Source: an optimization exercise on an open RTL-to-GDS flow (aim: small area and a short achievable clock period). Production flows keep margins and buffers that such runs may drop.
Only the layout flow was run in this run; the RTL was not checked for function there.
Power figures rest on the tool's default switching activity, not on a simulated workload.

==> flow/design.v <==
module bit_population_counter_top (
  input  logic         clk_i,
  input  logic         srst_i,
  input  logic [127:0] data_i,
  input  logic         data_val_i,
  output logic [6:0]   data_o,
  output logic         data_val_o
);
  wire s1 = data_i[0] ^ data_i[100] ^ data_i[101];
  wire c2 = (data_i[0] & data_i[100]) | (data_i[0] & data_i[101]) | (data_i[100] & data_i[101]);
  wire s3 = data_i[102] ^ data_i[103] ^ data_i[104];
  wire c4 = (data_i[102] & data_i[103]) | (data_i[102] & data_i[104]) | (data_i[103] & data_i[104]);
  wire s5 = data_i[105] ^ data_i[106] ^ data_i[107];
  wire c6 = (data_i[105] & data_i[106]) | (data_i[105] & data_i[107]) | (data_i[106] & data_i[107]);
  wire s7 = data_i[108] ^ data_i[109] ^ data_i[10];
  wire c8 = (data_i[108] & data_i[109]) | (data_i[108] & data_i[10]) | (data_i[109] & data_i[10]);
  wire s9 = data_i[110] ^ data_i[111] ^ data_i[112];
  wire c10 = (data_i[110] & data_i[111]) | (data_i[110] & data_i[112]) | (data_i[111] & data_i[112]);
  wire s11 = data_i[113] ^ data_i[114] ^ data_i[115];
  wire c12 = (data_i[113] & data_i[114]) | (data_i[113] & data_i[115]) | (data_i[114] & data_i[115]);
  wire s13 = data_i[116] ^ data_i[117] ^ data_i[118];
  wire c14 = (data_i[116] & data_i[117]) | (data_i[116] & data_i[118]) | (data_i[117] & data_i[118]);
  wire s15 = data_i[119] ^ data_i[11] ^ data_i[120];
  wire c16 = (data_i[119] & data_i[11]) | (data_i[119] & data_i[120]) | (data_i[11] & data_i[120]);
  wire s17 = data_i[121] ^ data_i[122] ^ data_i[123];
  wire c18 = (data_i[121] & data_i[122]) | (data_i[121] & data_i[123]) | (data_i[122] & data_i[123]);
  wire s19 = data_i[124] ^ data_i[125] ^ data_i[126];
  wire c20 = (data_i[124] & data_i[125]) | (data_i[124] & data_i[126]) | (data_i[125] & data_i[126]);
  wire s21 = data_i[127] ^ data_i[12] ^ data_i[13];
  wire c22 = (data_i[127] & data_i[12]) | (data_i[127] & data_i[13]) | (data_i[12] & data_i[13]);
  wire s23 = data_i[14] ^ data_i[15] ^ data_i[16];
  wire c24 = (data_i[14] & data_i[15]) | (data_i[14] & data_i[16]) | (data_i[15] & data_i[16]);
  wire s25 = data_i[17] ^ data_i[18] ^ data_i[19];
  wire c26 = (data_i[17] & data_i[18]) | (data_i[17] & data_i[19]) | (data_i[18] & data_i[19]);
  wire s27 = data_i[1] ^ data_i[20] ^ data_i[21];
  wire c28 = (data_i[1] & data_i[20]) | (data_i[1] & data_i[21]) | (data_i[20] & data_i[21]);
  wire s29 = data_i[22] ^ data_i[23] ^ data_i[24];
  wire c30 = (data_i[22] & data_i[23]) | (data_i[22] & data_i[24]) | (data_i[23] & data_i[24]);
  wire s31 = data_i[25] ^ data_i[26] ^ data_i[27];
  wire c32 = (data_i[25] & data_i[26]) | (data_i[25] & data_i[27]) | (data_i[26] & data_i[27]);
  wire s33 = data_i[28] ^ data_i[29] ^ data_i[2];
  wire c34 = (data_i[28] & data_i[29]) | (data_i[28] & data_i[2]) | (data_i[29] & data_i[2]);
  wire s35 = data_i[30] ^ data_i[31] ^ data_i[32];
  wire c36 = (data_i[30] & data_i[31]) | (data_i[30] & data_i[32]) | (data_i[31] & data_i[32]);
  wire s37 = data_i[33] ^ data_i[34] ^ data_i[35];
  wire c38 = (data_i[33] & data_i[34]) | (data_i[33] & data_i[35]) | (data_i[34] & data_i[35]);
  wire s39 = data_i[36] ^ data_i[37] ^ data_i[38];
  wire c40 = (data_i[36] & data_i[37]) | (data_i[36] & data_i[38]) | (data_i[37] & data_i[38]);
  wire s41 = data_i[39] ^ data_i[3] ^ data_i[40];
  wire c42 = (data_i[39] & data_i[3]) | (data_i[39] & data_i[40]) | (data_i[3] & data_i[40]);
  wire s43 = data_i[41] ^ data_i[42] ^ data_i[43];
  wire c44 = (data_i[41] & data_i[42]) | (data_i[41] & data_i[43]) | (data_i[42] & data_i[43]);
  wire s45 = data_i[44] ^ data_i[45] ^ data_i[46];
  wire c46 = (data_i[44] & data_i[45]) | (data_i[44] & data_i[46]) | (data_i[45] & data_i[46]);
  wire s47 = data_i[47] ^ data_i[48] ^ data_i[49];
  wire c48 = (data_i[47] & data_i[48]) | (data_i[47] & data_i[49]) | (data_i[48] & data_i[49]);
  wire s49 = data_i[4] ^ data_i[50] ^ data_i[51];
  wire c50 = (data_i[4] & data_i[50]) | (data_i[4] & data_i[51]) | (data_i[50] & data_i[51]);
  wire s51 = data_i[52] ^ data_i[53] ^ data_i[54];
  wire c52 = (data_i[52] & data_i[53]) | (data_i[52] & data_i[54]) | (data_i[53] & data_i[54]);
  wire s53 = data_i[55] ^ data_i[56] ^ data_i[57];
  wire c54 = (data_i[55] & data_i[56]) | (data_i[55] & data_i[57]) | (data_i[56] & data_i[57]);
  wire s55 = data_i[58] ^ data_i[59] ^ data_i[5];
  wire c56 = (data_i[58] & data_i[59]) | (data_i[58] & data_i[5]) | (data_i[59] & data_i[5]);
  wire s57 = data_i[60] ^ data_i[61] ^ data_i[62];
  wire c58 = (data_i[60] & data_i[61]) | (data_i[60] & data_i[62]) | (data_i[61] & data_i[62]);
  wire s59 = data_i[63] ^ data_i[64] ^ data_i[65];
  wire c60 = (data_i[63] & data_i[64]) | (data_i[63] & data_i[65]) | (data_i[64] & data_i[65]);
  wire s61 = data_i[66] ^ data_i[67] ^ data_i[68];
  wire c62 = (data_i[66] & data_i[67]) | (data_i[66] & data_i[68]) | (data_i[67] & data_i[68]);
  wire s63 = data_i[69] ^ data_i[6] ^ data_i[70];
  wire c64 = (data_i[69] & data_i[6]) | (data_i[69] & data_i[70]) | (data_i[6] & data_i[70]);
  wire s65 = data_i[71] ^ data_i[72] ^ data_i[73];
  wire c66 = (data_i[71] & data_i[72]) | (data_i[71] & data_i[73]) | (data_i[72] & data_i[73]);
  wire s67 = data_i[74] ^ data_i[75] ^ data_i[76];
  wire c68 = (data_i[74] & data_i[75]) | (data_i[74] & data_i[76]) | (data_i[75] & data_i[76]);
  wire s69 = data_i[77] ^ data_i[78] ^ data_i[79];
  wire c70 = (data_i[77] & data_i[78]) | (data_i[77] & data_i[79]) | (data_i[78] & data_i[79]);
  wire s71 = data_i[7] ^ data_i[80] ^ data_i[81];
  wire c72 = (data_i[7] & data_i[80]) | (data_i[7] & data_i[81]) | (data_i[80] & data_i[81]);
  wire s73 = data_i[82] ^ data_i[83] ^ data_i[84];
  wire c74 = (data_i[82] & data_i[83]) | (data_i[82] & data_i[84]) | (data_i[83] & data_i[84]);
  wire s75 = data_i[85] ^ data_i[86] ^ data_i[87];
  wire c76 = (data_i[85] & data_i[86]) | (data_i[85] & data_i[87]) | (data_i[86] & data_i[87]);
  wire s77 = data_i[88] ^ data_i[89] ^ data_i[8];
  wire c78 = (data_i[88] & data_i[89]) | (data_i[88] & data_i[8]) | (data_i[89] & data_i[8]);
  wire s79 = data_i[90] ^ data_i[91] ^ data_i[92];
  wire c80 = (data_i[90] & data_i[91]) | (data_i[90] & data_i[92]) | (data_i[91] & data_i[92]);
  wire s81 = data_i[93] ^ data_i[94] ^ data_i[95];
  wire c82 = (data_i[93] & data_i[94]) | (data_i[93] & data_i[95]) | (data_i[94] & data_i[95]);
  wire s83 = data_i[96] ^ data_i[97] ^ data_i[98];
  wire c84 = (data_i[96] & data_i[97]) | (data_i[96] & data_i[98]) | (data_i[97] & data_i[98]);
  wire t87 = data_i[99] ^ data_i[9];
  wire s85 = t87 ^ s1;
  wire c86 = t87 ? s1 : data_i[99];
  wire t90 = s11 ^ s13;
  wire s88 = t90 ^ s15;
  wire c89 = t90 ? s15 : s11;
  wire t93 = s17 ^ s19;
  wire s91 = t93 ^ s21;
  wire c92 = t93 ? s21 : s17;
  wire t96 = s23 ^ s25;
  wire s94 = t96 ^ s27;
  wire c95 = t96 ? s27 : s23;
  wire t99 = s29 ^ s3;
  wire s97 = t99 ^ s31;
  wire c98 = t99 ? s31 : s29;
  wire t102 = s33 ^ s35;
  wire s100 = t102 ^ s37;
  wire c101 = t102 ? s37 : s33;
  wire t105 = s39 ^ s41;
  wire s103 = t105 ^ s43;
  wire c104 = t105 ? s43 : s39;
  wire t108 = s45 ^ s47;
  wire s106 = t108 ^ s49;
  wire c107 = t108 ? s49 : s45;
  wire t111 = s5 ^ s51;
  wire s109 = t111 ^ s53;
  wire c110 = t111 ? s53 : s5;
  wire t114 = s55 ^ s57;
  wire s112 = t114 ^ s59;
  wire c113 = t114 ? s59 : s55;
  wire t117 = s61 ^ s63;
  wire s115 = t117 ^ s65;
  wire c116 = t117 ? s65 : s61;
  wire t120 = s67 ^ s69;
  wire s118 = t120 ^ s7;
  wire c119 = t120 ? s7 : s67;
  wire t123 = s71 ^ s73;
  wire s121 = t123 ^ s75;
  wire c122 = t123 ? s75 : s71;
  wire t126 = s77 ^ s79;
  wire s124 = t126 ^ s81;
  wire c125 = t126 ? s81 : s77;
  wire t129 = s83 ^ s9;
  wire s127 = t129 ^ s85;
  wire c128 = t129 ? s85 : s83;
  wire t132 = c10 ^ c12;
  wire s130 = t132 ^ c14;
  wire c131 = t132 ? c14 : c10;
  wire t135 = c16 ^ c18;
  wire s133 = t135 ^ c2;
  wire c134 = t135 ? c2 : c16;
  wire t138 = c20 ^ c22;
  wire s136 = t138 ^ c24;
  wire c137 = t138 ? c24 : c20;
  wire t141 = c26 ^ c28;
  wire s139 = t141 ^ c30;
  wire c140 = t141 ? c30 : c26;
  wire t144 = c32 ^ c34;
  wire s142 = t144 ^ c36;
  wire c143 = t144 ? c36 : c32;
  wire t147 = c38 ^ c4;
  wire s145 = t147 ^ c40;
  wire c146 = t147 ? c40 : c38;
  wire t150 = c42 ^ c44;
  wire s148 = t150 ^ c46;
  wire c149 = t150 ? c46 : c42;
  wire t153 = c48 ^ c50;
  wire s151 = t153 ^ c52;
  wire c152 = t153 ? c52 : c48;
  wire t156 = c54 ^ c56;
  wire s154 = t156 ^ c58;
  wire c155 = t156 ? c58 : c54;
  wire t159 = c6 ^ c60;
  wire s157 = t159 ^ c62;
  wire c158 = t159 ? c62 : c6;
  wire t162 = c64 ^ c66;
  wire s160 = t162 ^ c68;
  wire c161 = t162 ? c68 : c64;
  wire t165 = c70 ^ c72;
  wire s163 = t165 ^ c74;
  wire c164 = t165 ? c74 : c70;
  wire t168 = c76 ^ c78;
  wire s166 = t168 ^ c8;
  wire c167 = t168 ? c8 : c76;
  wire t171 = c80 ^ c82;
  wire s169 = t171 ^ c84;
  wire c170 = t171 ? c84 : c80;
  logic [56:0] p0;
  wire s172 = p0[0] ^ p0[10] ^ p0[11];
  wire c173 = (p0[0] & p0[10]) | (p0[0] & p0[11]) | (p0[10] & p0[11]);
  wire s174 = p0[12] ^ p0[13] ^ p0[1];
  wire c175 = (p0[12] & p0[13]) | (p0[12] & p0[1]) | (p0[13] & p0[1]);
  wire s176 = p0[2] ^ p0[3] ^ p0[4];
  wire c177 = (p0[2] & p0[3]) | (p0[2] & p0[4]) | (p0[3] & p0[4]);
  wire s178 = p0[5] ^ p0[6] ^ p0[7];
  wire c179 = (p0[5] & p0[6]) | (p0[5] & p0[7]) | (p0[6] & p0[7]);
  wire t182 = p0[8] ^ p0[9];
  wire s180 = t182 ^ s172;
  wire c181 = t182 ? s172 : p0[8];
  wire t185 = s174 ^ s176;
  wire s183 = t185 ^ s178;
  wire c184 = t185 ? s178 : s174;
  wire s186 = p0[14] ^ p0[15] ^ p0[16];
  wire c187 = (p0[14] & p0[15]) | (p0[14] & p0[16]) | (p0[15] & p0[16]);
  wire s188 = p0[17] ^ p0[18] ^ p0[19];
  wire c189 = (p0[17] & p0[18]) | (p0[17] & p0[19]) | (p0[18] & p0[19]);
  wire s190 = p0[20] ^ p0[21] ^ p0[22];
  wire c191 = (p0[20] & p0[21]) | (p0[20] & p0[22]) | (p0[21] & p0[22]);
  wire s192 = p0[23] ^ p0[24] ^ p0[25];
  wire c193 = (p0[23] & p0[24]) | (p0[23] & p0[25]) | (p0[24] & p0[25]);
  wire s194 = p0[26] ^ p0[27] ^ p0[28];
  wire c195 = (p0[26] & p0[27]) | (p0[26] & p0[28]) | (p0[27] & p0[28]);
  wire s196 = p0[29] ^ p0[30] ^ p0[31];
  wire c197 = (p0[29] & p0[30]) | (p0[29] & p0[31]) | (p0[30] & p0[31]);
  wire s198 = p0[32] ^ p0[33] ^ p0[34];
  wire c199 = (p0[32] & p0[33]) | (p0[32] & p0[34]) | (p0[33] & p0[34]);
  wire s200 = p0[35] ^ p0[36] ^ p0[37];
  wire c201 = (p0[35] & p0[36]) | (p0[35] & p0[37]) | (p0[36] & p0[37]);
  wire s202 = p0[38] ^ p0[39] ^ p0[40];
  wire c203 = (p0[38] & p0[39]) | (p0[38] & p0[40]) | (p0[39] & p0[40]);
  wire t206 = p0[41] ^ p0[42];
  wire s204 = t206 ^ c173;
  wire c205 = t206 ? c173 : p0[41];
  wire t209 = c175 ^ c177;
  wire s207 = t209 ^ c179;
  wire c208 = t209 ? c179 : c175;
  wire t212 = s186 ^ s188;
  wire s210 = t212 ^ s190;
  wire c211 = t212 ? s190 : s186;
  wire t215 = s192 ^ s194;
  wire s213 = t215 ^ s196;
  wire c214 = t215 ? s196 : s192;
  wire t218 = s198 ^ s200;
  wire s216 = t218 ^ s202;
  wire c217 = t218 ? s202 : s198;
  wire s219 = p0[43] ^ p0[44] ^ p0[45];
  wire c220 = (p0[43] & p0[44]) | (p0[43] & p0[45]) | (p0[44] & p0[45]);
  wire s221 = p0[46] ^ p0[47] ^ p0[48];
  wire c222 = (p0[46] & p0[47]) | (p0[46] & p0[48]) | (p0[47] & p0[48]);
  wire s223 = p0[49] ^ p0[50] ^ p0[51];
  wire c224 = (p0[49] & p0[50]) | (p0[49] & p0[51]) | (p0[50] & p0[51]);
  wire s225 = p0[52] ^ p0[53] ^ p0[54];
  wire c226 = (p0[52] & p0[53]) | (p0[52] & p0[54]) | (p0[53] & p0[54]);
  wire t229 = p0[55] ^ p0[56];
  wire s227 = t229 ^ c187;
  wire c228 = t229 ? c187 : p0[55];
  wire t232 = c189 ^ c191;
  wire s230 = t232 ^ c193;
  wire c231 = t232 ? c193 : c189;
  wire t235 = c195 ^ c197;
  wire s233 = t235 ^ c199;
  wire c234 = t235 ? c199 : c195;
  wire t238 = c201 ^ c203;
  wire s236 = t238 ^ s219;
  wire c237 = t238 ? s219 : c201;
  wire t241 = s221 ^ s223;
  wire s239 = t241 ^ s225;
  wire c240 = t241 ? s225 : s221;
  wire t244 = c220 ^ c222;
  wire s242 = t244 ^ c224;
  wire c243 = t244 ? c224 : c220;
  logic [26:0] p1;
  wire s245 = p1[2] ^ p1[3] ^ p1[4];
  wire c246 = (p1[2] & p1[3]) | (p1[2] & p1[4]) | (p1[3] & p1[4]);
  wire s247 = p1[5] ^ p1[6] ^ p1[7];
  wire c248 = (p1[5] & p1[6]) | (p1[5] & p1[7]) | (p1[6] & p1[7]);
  wire t251 = p1[8] ^ s245;
  wire s249 = t251 ^ s247;
  wire c250 = t251 ? s247 : p1[8];
  wire s252 = p1[10] ^ p1[11] ^ p1[12];
  wire c253 = (p1[10] & p1[11]) | (p1[10] & p1[12]) | (p1[11] & p1[12]);
  wire s254 = p1[13] ^ p1[14] ^ p1[15];
  wire c255 = (p1[13] & p1[14]) | (p1[13] & p1[15]) | (p1[14] & p1[15]);
  wire s256 = p1[16] ^ p1[17] ^ p1[18];
  wire c257 = (p1[16] & p1[17]) | (p1[16] & p1[18]) | (p1[17] & p1[18]);
  wire t260 = p1[9] ^ c246;
  wire s258 = t260 ^ c248;
  wire c259 = t260 ? c248 : p1[9];
  wire t263 = s252 ^ s254;
  wire s261 = t263 ^ s256;
  wire c262 = t263 ? s256 : s252;
  wire s264 = p1[19] ^ p1[20] ^ p1[21];
  wire c265 = (p1[19] & p1[20]) | (p1[19] & p1[21]) | (p1[20] & p1[21]);
  wire s266 = p1[22] ^ p1[23] ^ p1[24];
  wire c267 = (p1[22] & p1[23]) | (p1[22] & p1[24]) | (p1[23] & p1[24]);
  wire t270 = p1[25] ^ c253;
  wire s268 = t270 ^ c255;
  wire c269 = t270 ? c255 : p1[25];
  wire t273 = c257 ^ s264;
  wire s271 = t273 ^ s266;
  wire c272 = t273 ? s266 : c257;
  wire t276 = p1[26] ^ c265;
  wire s274 = t276 ^ c267;
  wire c275 = t276 ? c267 : p1[26];
  logic [13:0] p2;
  wire s277 = p2[3] ^ p2[4] ^ p2[5];
  wire c278 = (p2[3] & p2[4]) | (p2[3] & p2[5]) | (p2[4] & p2[5]);
  wire s279 = p2[6] ^ p2[7] ^ p2[8];
  wire c280 = (p2[6] & p2[7]) | (p2[6] & p2[8]) | (p2[7] & p2[8]);
  wire t283 = p2[9] ^ c278;
  wire s281 = t283 ^ s279;
  wire c282 = t283 ? s279 : p2[9];
  wire s284 = p2[10] ^ p2[11] ^ p2[12];
  wire c285 = (p2[10] & p2[11]) | (p2[10] & p2[12]) | (p2[11] & p2[12]);
  logic [9:0] p3;
  wire s286 = p3[5] ^ p3[6] ^ p3[7];
  wire c287 = (p3[5] & p3[6]) | (p3[5] & p3[7]) | (p3[6] & p3[7]);
  wire t290 = p3[8] ^ p3[9];
  wire s288 = t290 ^ c287;
  wire c289 = t290 ? c287 : p3[8];
  logic [7:0] p4;
  wire s291 = p4[0] ^ p4[1];
  wire c292 = p4[0] & p4[1];
  wire o293 = p4[2] ^ c292;
  wire g294 = (p4[2] & c292);
  wire o295 = p4[3] ^ g294;
  wire q296 = p4[3] & p4[2];
  wire g297 = (q296 & c292);
  wire o298 = p4[4] ^ g297;
  wire q299 = p4[4] & p4[3];
  wire g300 = (q299 & g294);
  wire o301 = p4[5] ^ g300;
  wire q302 = p4[5] & p4[4];
  wire q303 = q302 & p4[3];
  wire g304 = (q303 & g294);
  wire o305 = p4[6] ^ g304;
  wire q306 = p4[6] & p4[5];
  wire q307 = q306 & p4[4];
  wire g308 = (q307 & g297);
  wire o309 = p4[7] ^ g308;
  always_ff @( posedge clk_i )
    begin
      p0[0] <= s100;
      p0[1] <= s103;
      p0[2] <= s106;
      p0[3] <= s109;
      p0[4] <= s112;
      p0[5] <= s115;
      p0[6] <= s118;
      p0[7] <= s121;
      p0[8] <= s124;
      p0[9] <= s127;
      p0[10] <= s88;
      p0[11] <= s91;
      p0[12] <= s94;
      p0[13] <= s97;
      p0[14] <= c86;
      p0[15] <= s130;
      p0[16] <= s133;
      p0[17] <= s136;
      p0[18] <= s139;
      p0[19] <= s142;
      p0[20] <= s145;
      p0[21] <= s148;
      p0[22] <= s151;
      p0[23] <= s154;
      p0[24] <= s157;
      p0[25] <= s160;
      p0[26] <= s163;
      p0[27] <= s166;
      p0[28] <= s169;
      p0[29] <= c101;
      p0[30] <= c104;
      p0[31] <= c107;
      p0[32] <= c110;
      p0[33] <= c113;
      p0[34] <= c116;
      p0[35] <= c119;
      p0[36] <= c122;
      p0[37] <= c125;
      p0[38] <= c89;
      p0[39] <= c92;
      p0[40] <= c95;
      p0[41] <= c98;
      p0[42] <= c128;
      p0[43] <= c131;
      p0[44] <= c134;
      p0[45] <= c137;
      p0[46] <= c140;
      p0[47] <= c143;
      p0[48] <= c146;
      p0[49] <= c149;
      p0[50] <= c152;
      p0[51] <= c155;
      p0[52] <= c158;
      p0[53] <= c161;
      p0[54] <= c164;
      p0[55] <= c167;
      p0[56] <= c170;
      p1[0] <= s180;
      p1[1] <= s183;
      p1[2] <= s204;
      p1[3] <= c181;
      p1[4] <= s207;
      p1[5] <= c184;
      p1[6] <= s210;
      p1[7] <= s213;
      p1[8] <= s216;
      p1[9] <= c205;
      p1[10] <= s227;
      p1[11] <= c208;
      p1[12] <= s230;
      p1[13] <= s233;
      p1[14] <= s236;
      p1[15] <= c211;
      p1[16] <= c214;
      p1[17] <= c217;
      p1[18] <= s239;
      p1[19] <= c226;
      p1[20] <= c228;
      p1[21] <= c231;
      p1[22] <= c234;
      p1[23] <= c237;
      p1[24] <= s242;
      p1[25] <= c240;
      p1[26] <= c243;
      p2[0] <= p1[0];
      p2[1] <= p1[1];
      p2[2] <= s249;
      p2[3] <= s258;
      p2[4] <= c250;
      p2[5] <= s261;
      p2[6] <= c259;
      p2[7] <= s268;
      p2[8] <= c262;
      p2[9] <= s271;
      p2[10] <= c269;
      p2[11] <= s274;
      p2[12] <= c272;
      p2[13] <= c275;
      p3[0] <= p2[0];
      p3[1] <= p2[1];
      p3[2] <= p2[2];
      p3[3] <= s277;
      p3[4] <= s281;
      p3[5] <= c280;
      p3[6] <= s284;
      p3[7] <= c282;
      p3[8] <= p2[13];
      p3[9] <= c285;
      p4[0] <= p3[0];
      p4[1] <= p3[1];
      p4[2] <= p3[2];
      p4[3] <= p3[3];
      p4[4] <= p3[4];
      p4[5] <= s286;
      p4[6] <= s288;
      p4[7] <= c289;
    end
  wire [6:0] count = {o309, o305, o301, o298, o295, o293, s291};
  logic [5:0] val;
  always_ff @( posedge clk_i )
    begin
      if ( srst_i )
        val <= '0;
      else
        val <= { val[4:0], data_val_i };
    end
  assign data_val_o = val[5];
  always_ff @( posedge clk_i )
    data_o <= count;
endmodule
==> flow/flow/run.sh <==
#!/bin/bash
# The standard layout (standard.sh) with three changes to its settings:
#  - Yosys's synth runs without its early "abc -fast" pass (SYNTH_ARGS=-noabc),
#    so extract_fa keeps the RTL's full adders in their true polarity instead
#    of adding inverters around them; the registers are the same;
#  - ports are buffered with plain buf_1 cells instead of delay buffers;
#  - CTS inserts no dummy loads and uses small clock buffers.
# make's output (every step's log is also kept under orfs/logs) goes to flow.log.
set -euo pipefail
cat >> config.mk <<'CFG'
export SYNTH_ARGS = -noabc
export BUFFER_PORTS_ARGS = -buffer_cell sky130_fd_sc_hd__buf_1
export CTS_ARGS = -sink_clustering_enable -repair_clock_nets -dont_use_dummy_load -buf_list {sky130_fd_sc_hd__clkbuf_4 sky130_fd_sc_hd__clkbuf_8}
CFG
bash standard.sh finish > flow.log 2>&1
==> flow/standard.sh <==
#!/bin/bash
# synth_recipe.tcl (not shown) runs the flow's synth.tcl, then flattens the netlist and writes it again
# the make line also repeats each setting of config.mk as NAME=value (left out here)
make -C /OpenROAD-flow-scripts/flow DESIGN_CONFIG=/design/flow/config.mk WORK_HOME=/design/flow/orfs CLKGATE_MAP_FILE= SYNTH_SCRIPT=/design/flow/synth_recipe.tcl "${@:-finish}"
==> flow/config.mk <==
export PLATFORM = sky130hd
export DESIGN_NAME = bit_population_counter_top
export DESIGN_NICKNAME = bit_population_counter_top
export VERILOG_FILES = /design/flow/design.v
export SDC_FILE = /design/flow/constraint.sdc
export NUM_CORES = 4
export LEC_CHECK = 0
export CAP_MARGIN = 20
export CORE_MARGIN = 2
export CORE_UTILIZATION = 40
export SLEW_MARGIN = 20
export SYNTH_ARGS = -noabc
export BUFFER_PORTS_ARGS = -buffer_cell sky130_fd_sc_hd__buf_1
export CTS_ARGS = -sink_clustering_enable -repair_clock_nets -dont_use_dummy_load -buf_list {sky130_fd_sc_hd__clkbuf_4 sky130_fd_sc_hd__clkbuf_8}
==> flow/constraint.sdc <==
create_clock -name core_clock -period 2.6 [get_ports {clk_i}]
set_input_delay 0.5200 -clock core_clock [delete_from_list [all_inputs] [get_ports {clk_i}]]
set_output_delay 0.5200 -clock core_clock [all_outputs]
set_load 0.01 [all_outputs]
==> impl_metrics.env <==
export IMPL_fin_worst_skew_ns=0.0223
export IMPL_path_clk_slew_ns=0.06
export IMPL_hold_path_depth=0
export IMPL_cts_setup_buffers=0
export IMPL_syn_area_um2=5490
export IMPL_grt_start_max_net_pins=17
export IMPL_fp_coreArea_um2=13300
export IMPL_critPathBufInv=1
export IMPL_htree_levels=4
export IMPL_first_pass_iters=4
export IMPL_drc=0
export IMPL_n_antenna_cell=0
export IMPL_drive_gt1_frac=0.0345
export IMPL_grt_pass1_wl_um=14300
export IMPL_wl_per_cell_um=12.1
export IMPL_cts_root_buf="clkbuf_8"
export IMPL_total_power_mw=7.46
export IMPL_vias=2996
export IMPL_rsz0062_at_grt="no"
export IMPL_synth_fp_nets=570
export IMPL_worst_path_largest_cell_delay_ns=0.57
export IMPL_syn_inst=367
export IMPL_vias_per_cell=4.29
export IMPL_hold_class="reg2reg"
export IMPL_ff2ff_setup_slack_ns=1.25
export IMPL_yosysWarnings=1
export IMPL_cp_end_kind="register"
export IMPL_crit_fanout=2
export IMPL_cp_start_kind="input pin"
export IMPL_pre_cts_ws_ns=0.706
export IMPL_fin_nets=727
export IMPL_gp_congestion=0.798
export IMPL_ir_worst_vdd_mv=0.502
export IMPL_io_pins=139
export IMPL_outcome="no timing/DRC/antenna violations"
export IMPL_cp_arrival_ns=1.76
export IMPL_min_period_ns=1.47
export IMPL_setup_tns_ns=0
export IMPL_finalCritPeriodShare=0.567
export IMPL_p_leak_nw=2.25
export IMPL_drtAntennaViolNets=0
export IMPL_fmax_ghz=0.678
export IMPL_seq_area_frac_synth=0.470
export IMPL_rows=42
export IMPL_yosys_area_top_type="dfxtp_1"
export IMPL_clock_latency_ns=0.41
export IMPL_drt_iter0_markers=58
export IMPL_crit_path_frequent_cell="xnor2_1"
export IMPL_relSlewSlack=0.819
export IMPL_wl_um=8480
export IMPL_numCtsBuffers=17
export IMPL_first_global_vias=3236
export IMPL_critPathKind="in2reg"
export IMPL_crit_chain="buf_1 > fa_1 > xnor2_1 > xnor2_1 > maj3_2"
export IMPL_synth_top_area_frac=0.470
export IMPL_start_util=0.412
export IMPL_io_buffers=138
export IMPL_cts_path_max_buffers=2
export IMPL_maxCapViolCount=0
export IMPL_ys_ff_latch=129
export IMPL_clock_sinks=129
export IMPL_path_depth=5
export IMPL_synth_area_top_cells="dfxtp_1, fa_1, xnor2_1, maj3_1, nor2b_1"
export IMPL_ys_types=11
export IMPL_die_area_um2=14700
export IMPL_power_density_nw_per_um2=1150
export IMPL_fin_area_um2=6460
export IMPL_crit_required_ns=2.89
export IMPL_antenna_found_initial=0
export IMPL_reg2regPathDepth=2
export IMPL_track_usage=0.129
export IMPL_place_area_um2=6230
export IMPL_syn_avg_cell_area_um2=15.0
export IMPL_cts_tree="done"
export IMPL_postCtsResizedCells=0
export IMPL_worst_pin_slew_ns=0.269
export IMPL_slowest_stage="fa_1"
export IMPL_overflow=0
export IMPL_setup_slack_ns=1.13
export IMPL_path_delay_family="adder cells"
export IMPL_cts_hold_fix_buffers=0
export IMPL_slew_violations=0
export IMPL_area_growth_pct=17.7
export IMPL_hpwl_um=7440
export IMPL_die_x_um=121
export IMPL_hold_viol=0
export IMPL_finalSetupViolCount=0
export IMPL_die_y_um=121
==> final timing paths <==
check / start / endpoint
worst max-delay path: data_i[0] / p0[42]$_DFF_P_
worst min-delay path: p3[4]$_DFF_P_ / p4[4]$_DFF_P_
worst max register to register: p0[38]$_DFF_P_ / p1[17]$_DFF_P_
worst min register to register: p3[4]$_DFF_P_ / p4[4]$_DFF_P_
==> through the flow <==
stage           util  instances  hold slack, ns
2_1_floorplan      -        367           0.310
3_3_place_gp   0.467        681           0.311
3_5_place_dp   0.467        681           0.315
4_1_cts        0.484        698           0.320
5_1_grt        0.484        698           0.316
6_report       0.484        698           0.319
==> cell usage in the layout, fill, tap and decap left out <==
| cell | count |
|---|---|
| xnor2_1 | 103 |
| clkbuf_8 | 17 |
| nand4_1 | 1 |
| xor2_1 | 2 |
| nand3_1 | 3 |
| nor2b_1 | 6 |
| buf_1 | 138 |
| dfxtp_1 | 129 |
| maj3_1 | 49 |
| maj3_2 | 1 |
| nor2_1 | 1 |
| ha_1 | 2 |
| fa_1 | 70 |
==> sequential cells by signal, summed over array words and instances (netlist names) <==
| signal | cells |
|---|---|
| p4 | 8 |
| p3 | 10 |
| p0 | 57 |
| data_o | 7 |
| p1 | 27 |
| p2 | 14 |
| val | 6 |
==> final cells by class <==
type / instances / area (um2)
Fill cell: 1251 / 6880
Sequential cell: 129 / 2580
Clock buffer: 17 / 234
Tap cell: 176 / 220
Multi-Input combinational cell: 238 / 2910
Timing Repair Buffer: 138 / 518
==> layer usage <==
metal / vias to the layer above / GRT usage / share of wire
li1: 1479 / - / -
met1: 1428 / 0.147 / 0.40
met2: 81 / 0.226 / 0.54
met3: 8 / 0.0385 / 0.050
met4: 0 / 0.0539 / 0.011
met5: - / 0 / 0
==> power by group <==
group	total [mW]	internal (mW)	switching, mW
combinational	3.03	1.74	1.29
sequential	3.27	2.85	0.413
clock	1.16	0.574	0.590
==> kinds of logic after synthesis <==
| kind of cell | count (synthesis) | synth area share |
|---|---|---|
| flops | 129 | 0.470 |
| xor+xnor | 105 | 0.167 |
| simple gates | 11 | 0.0114 |
| fa+ha+maj | 122 | 0.351 |
==> Yosys cell counts (all sizes together) <==
| library cell | instances |
|---|---|
| nor2b | 6 |
| nor2 | 1 |
| xor2 | 2 |
| xnor2 | 103 |
| nand4 | 1 |
| nand3 | 3 |
| maj3 | 50 |
| dfxtp | 129 |
| ha | 2 |
| fa | 70 |
==> worst reg2reg max path, cell delays in order (launching register included) <==
cell and delay, ns:
dfxtp_1 0.33, fa_1 0.55, maj3_1 0.35

==> afterwards: timing with drivers on the ports <==
In the flow no input, the clock included, has a driving cell. The finished layout below was timed again as built, in two steps.
Step 1: set_driving_cell puts a clkbuf_16 on clk_i and a buf_2 on each other input, an assumption about the parent block.
Step 2 times the ports against the registers' clock, not the clock port: input delays grow and output delays shrink by t, the midpoint of the rising clock arrivals with the driver on.
Slacks: ideal / step 1 / step 2; pairs: ideal / step 1.
t, ns: 0.432
setup WS [ns]: 1.125 / 1.139 / 0.707
hold WS [ns]: 0.319 / 0.319 / 0.319
After both steps this run still meets setup and hold. For this run, drivers alone change the setup slack by +0.014 ns; drivers and shift together by -0.418 ns.
